Background: an optimization exercise with open tools, aiming at small area, a short achievable clock period and few clock cycles. Do not read the settings as production practice.
At most, simulation tests tie the RTL to the original design; equivalence was not proved.

## before
==> flow/design.v (excerpt) <==
module Tresholding(Go, P_Addr, P_Data, B_Addr, I_RW, I_En, O_RW, O_En, Done, T_Out, Clk, Rst);
==> module Tresholding, before the edit <==
module Tresholding(Go, P_Addr, P_Data, B_Addr, I_RW, I_En, O_RW, O_En, Done, T_Out, Clk, Rst);
	input Go;
	input [7:0] P_Data;
	output reg [16:0] P_Addr, B_Addr;
	output [7:0] T_Out;
	output I_RW, O_RW;
	output reg I_En, O_En, Done;
	input Clk, Rst;
	localparam K  = 10;          
	localparam L  = K + 4;       
	localparam NS = 320 / K;     
	localparam RW = 4;           
	assign I_RW = 1'b0;
	assign O_RW = 1'b1;
	reg         busy;            
	reg         run;             
	reg [RW-1:0] r;              
	reg [7:0]   cc;              
	reg [5:0]   s;               
	wire start   = Go & (~busy | Done);
	wire r_last  = (r == L-1);
	wire s_last  = (s == NS-1);
	wire c_end   = s_last ? (cc == 8'd241) : (cc == 8'd239);
	wire f_last  = r_last & s_last & (cc == 8'd241);
	wire rd_ok   = run & (cc < 8'd240) & ~((s == 0) & (r < 2)) & ~(s_last & (r >= L-2));
	wire ov      = run & (r >= 4) & ((cc >= 8'd2) | (s != 0));
	wire [1:0] otype = ~ov ? 2'd0 : ~r_last ? 2'd1 :
	                   ((cc == 8'd1) | (cc == 8'd241)) ? 2'd3 : 2'd2;
	always @(posedge Clk) begin
		if (Rst) begin
			busy <= 1'b0;
			run  <= 1'b0;
		end else begin
			if (start) begin
				busy <= 1'b1;
				run  <= 1'b1;
			end else begin
				if (Done) busy <= 1'b0;
				if (f_last) run <= 1'b0;
			end
		end
	end
	always @(posedge Clk) begin
		if (start) begin
			r  <= 0;
			cc <= 0;
			s  <= 0;
		end else if (run) begin
			if (r_last) begin
				r <= 0;
				if (c_end) begin
					cc <= 0;
					s  <= s + 1'b1;
				end else
					cc <= cc + 1'b1;
			end else
				r <= r + 1'b1;
		end
	end
	reg p_r0, p_c0;                  
	always @(posedge Clk) begin
		if (start) begin
			p_r0 <= 1'b1;
			p_c0 <= 1'b1;
		end else if (run) begin
			p_r0 <= r_last;
			p_c0 <= r_last & c_end;
		end
	end
	always @(posedge Clk) begin
		if (start)
			P_Addr <= 17'd479;
		else if (~p_r0)
			P_Addr <= P_Addr + 17'd240;
		else if (~p_c0)
			P_Addr <= P_Addr - (17'd240*(L-1) - 17'd1);
		else
			P_Addr <= P_Addr - 17'd959;
	end
	reg       rv, rvd;
	reg [3:0] m1, m2, m3;            
	reg [1:0] ot1, ot2, ot3, ot4, ot5, ot6, ot7;
	always @(posedge Clk) begin
		if (Rst) begin
			I_En <= 1'b0;
			rv   <= 1'b0;
			rvd  <= 1'b0;
			ot1 <= 0; ot2 <= 0; ot3 <= 0; ot4 <= 0; ot5 <= 0; ot6 <= 0;
			O_En <= 1'b0;
			Done <= 1'b0;
		end else begin
			I_En <= rd_ok;
			rv   <= I_En;
			rvd  <= rv;
			ot1  <= otype;
			ot2  <= ot1;
			ot3  <= ot2;
			ot4  <= ot3;
			ot5  <= ot4;
			ot6  <= ot5;
			O_En <= (ot6 != 2'd0);
			Done <= (ot6 == 2'd3) & ~run;
		end
	end
	always @(posedge Clk) begin
		m1 <= {(cc == 8'd0) | (cc == 8'd1), (cc == 8'd1), (cc == 8'd2), (cc == 8'd2) | (cc == 8'd3)};
		m2 <= m1;
		m3 <= m2;
		ot7 <= ot6;
	end
	always @(posedge Clk) begin
		if (start)
			B_Addr <= 17'd0;
		else if (O_En) begin
			if (ot7 == 2'd1)
				B_Addr <= B_Addr + 17'd240;
			else if (ot7 == 2'd2)
				B_Addr <= B_Addr - (17'd240*(K-1) - 17'd1);
			else
				B_Addr <= B_Addr + 17'd1;
		end
	end
	localparam N = 4*L;
	reg [7:0] sr [0:N-1];
	reg [7:0] pd;                    
	wire [7:0] din = rvd ? pd : 8'd0;
	integer i;
	always @(posedge Clk) begin
		pd    <= P_Data;
		sr[0] <= din;
		for (i = 1; i < N; i = i + 1)
			sr[i] <= sr[i-1];
	end
	wire [7:0] x4 = m3[3] ? 8'd0 : din;
	wire [7:0] x3 = m3[2] ? 8'd0 : sr[L-1];
	wire [7:0] x2 = sr[2*L-1];
	wire [7:0] x1 = m3[1] ? 8'd0 : sr[3*L-1];
	wire [7:0] x0 = m3[0] ? 8'd0 : sr[4*L-1];
	reg [8:0]  a04, a13;
	reg [10:0] c7;
	always @(posedge Clk) begin
		a04 <= x0 + x4;
		a13 <= x1 + x3;
		c7  <= {x2, 3'b000} - x2;
	end
	wire [7:0] c2 = sr[2*L];         
	reg [12:0] G;
	reg [14:0] X3;
	always @(posedge Clk) begin
		G   <= a04 + {a13, 2'b00} + c7;
		X3  <= 15'd0 - {a13, 1'b0} - {c2, 3'b000};
	end
	wire [7:0] c3 = sr[2*L+1];       
	reg [12:0] H0;
	reg [14:0] H1, H3;
	always @(posedge Clk) begin
		H0 <= G;
		H1 <= {G, 2'b00} - {c3, 1'b0};
		H3 <= {G, 3'b000} - G + X3;
	end
	wire [7:0] c4 = sr[2*L+4];       
	reg [12:0] Q1;
	reg [14:0] Q2;
	reg [15:0] Q3, Q4;
	wire [17:0] acc = Q4 + H0 + {~c4, 8'd0};
	reg  t;
	always @(posedge Clk) begin
		Q1 <= H0;
		Q2 <= Q1 + H1;
		Q3 <= Q2 + H3;
		Q4 <= Q3 + H1;
		t  <= acc[17] | acc[16];
	end
	assign T_Out = {8{t}};
endmodule
export LEC_CHECK = 0
export CAP_MARGIN = 20
export CORE_MARGIN = 2
export CORE_UTILIZATION = 40
export CTS_BUF_LIST = sky130_fd_sc_hd__clkbuf_8
export SETUP_SLACK_MARGIN = 5
export SLEW_MARGIN = 20
create_clock -name core_clock -period 8.0 [get_ports {Clk}]
standard.sh (not shown) runs the stock make flow with config.mk's settings and CLKGATE_MAP_FILE= SYNTH_SCRIPT=/design/flow/synth_recipe.tcl, a recipe that flattens the netlist after the stock synthesis.
==> flow/flow/run.sh <==
#!/bin/bash
# The standard layout, with ORFS's timing repair aiming at a larger setup
# margin and a clock tree without dummy loads.
bash standard.sh SETUP_SLACK_MARGIN=5.3 "CTS_ARGS=-sink_clustering_enable -repair_clock_nets -dont_use_dummy_load -buf_list sky130_fd_sc_hd__clkbuf_8 -sink_clustering_size 16 -sink_clustering_max_diameter 80 -root_buf sky130_fd_sc_hd__clkbuf_16" finish > standard.log 2>&1
before: no failed stages, no open violations at the end
Testbench counts of before, summed over its fixed seeds: cycles 322,665.
Input changes introduced in after (baseline for comparison: before):
diff --git a/flow/design.v b/flow/design.v
--- a/flow/design.v
+++ b/flow/design.v
@@ -10,7 +10,7 @@
 	localparam K  = 10;          
 	localparam L  = K + 4;       
 	localparam NS = 320 / K;     
-	localparam RW = 4;           
+	localparam RW = 4;             
 	assign I_RW = 1'b0;
 	assign O_RW = 1'b1;
 	reg         busy;            
@@ -164,13 +164,14 @@
 	reg [14:0] Q2;
 	reg [15:0] Q3, Q4;
 	wire [17:0] acc = Q4 + H0 + {~c4, 8'd0};
-	reg  t;
+	reg  t, tw;
 	always @(posedge Clk) begin
 		Q1 <= H0;
 		Q2 <= Q1 + H1;
 		Q3 <= Q2 + H3;
 		Q4 <= Q3 + H1;
 		t  <= acc[17] | acc[16];
+		tw <= (acc[17] | acc[16]) & (ot6 != 2'd0);    
 	end
-	assign T_Out = {8{t}};
+	assign T_Out = {{4{tw}}, {4{t}}};
 endmodule
==> comparison <==
On number of flip-flops and latches in the synthesized netlist, after and before are neck and neck.
Higher met1 usage among after and before: after
When after is set beside before, its number of multi-input combinational cells in the layout turns out to be 9.4% larger.
Combined area of the multi-input logic cells (after vs. before) increases by a little under 10%
Number of logic stages on the critical path including buffering in after vs before: up 1
after reports a higher total cell area at the placement stage than before does.
The RTL of after was laid out without a check of its function.

-- static timing again, ports no longer ideal --
The results above use ideal ports. As a check the final layouts listed here were re-extracted and re-timed, cells and wires unchanged.
Step 1 sets driving cells, clkbuf_16 on the clock port and buf_2 on the other inputs (assumed; they add their load-dependent delay and slew).
Step 2 times the ports against the registers' clock, not the clock port: input delays grow and output delays shrink by t, the midpoint of the rising clock arrivals with the driver on.
Slacks: ideal / step 1 / step 2; pairs: ideal / step 1.
run | t, ns | setup WS [ns] | latest minus earliest clock arrival (ns) | worst data-port slew with drivers (ns)
before | 0.585 | 5.339 / 5.284 / 4.834 | 0.086 / 0.086 | 0.03
after | 0.601 | 5.261 / 5.204 / 4.864 | 0.053 / 0.053 | 0.04
After both steps every run listed still meets setup and hold. For before, which loses most, drivers alone change the setup slack by -0.055 ns; drivers and shift together by -0.505 ns.
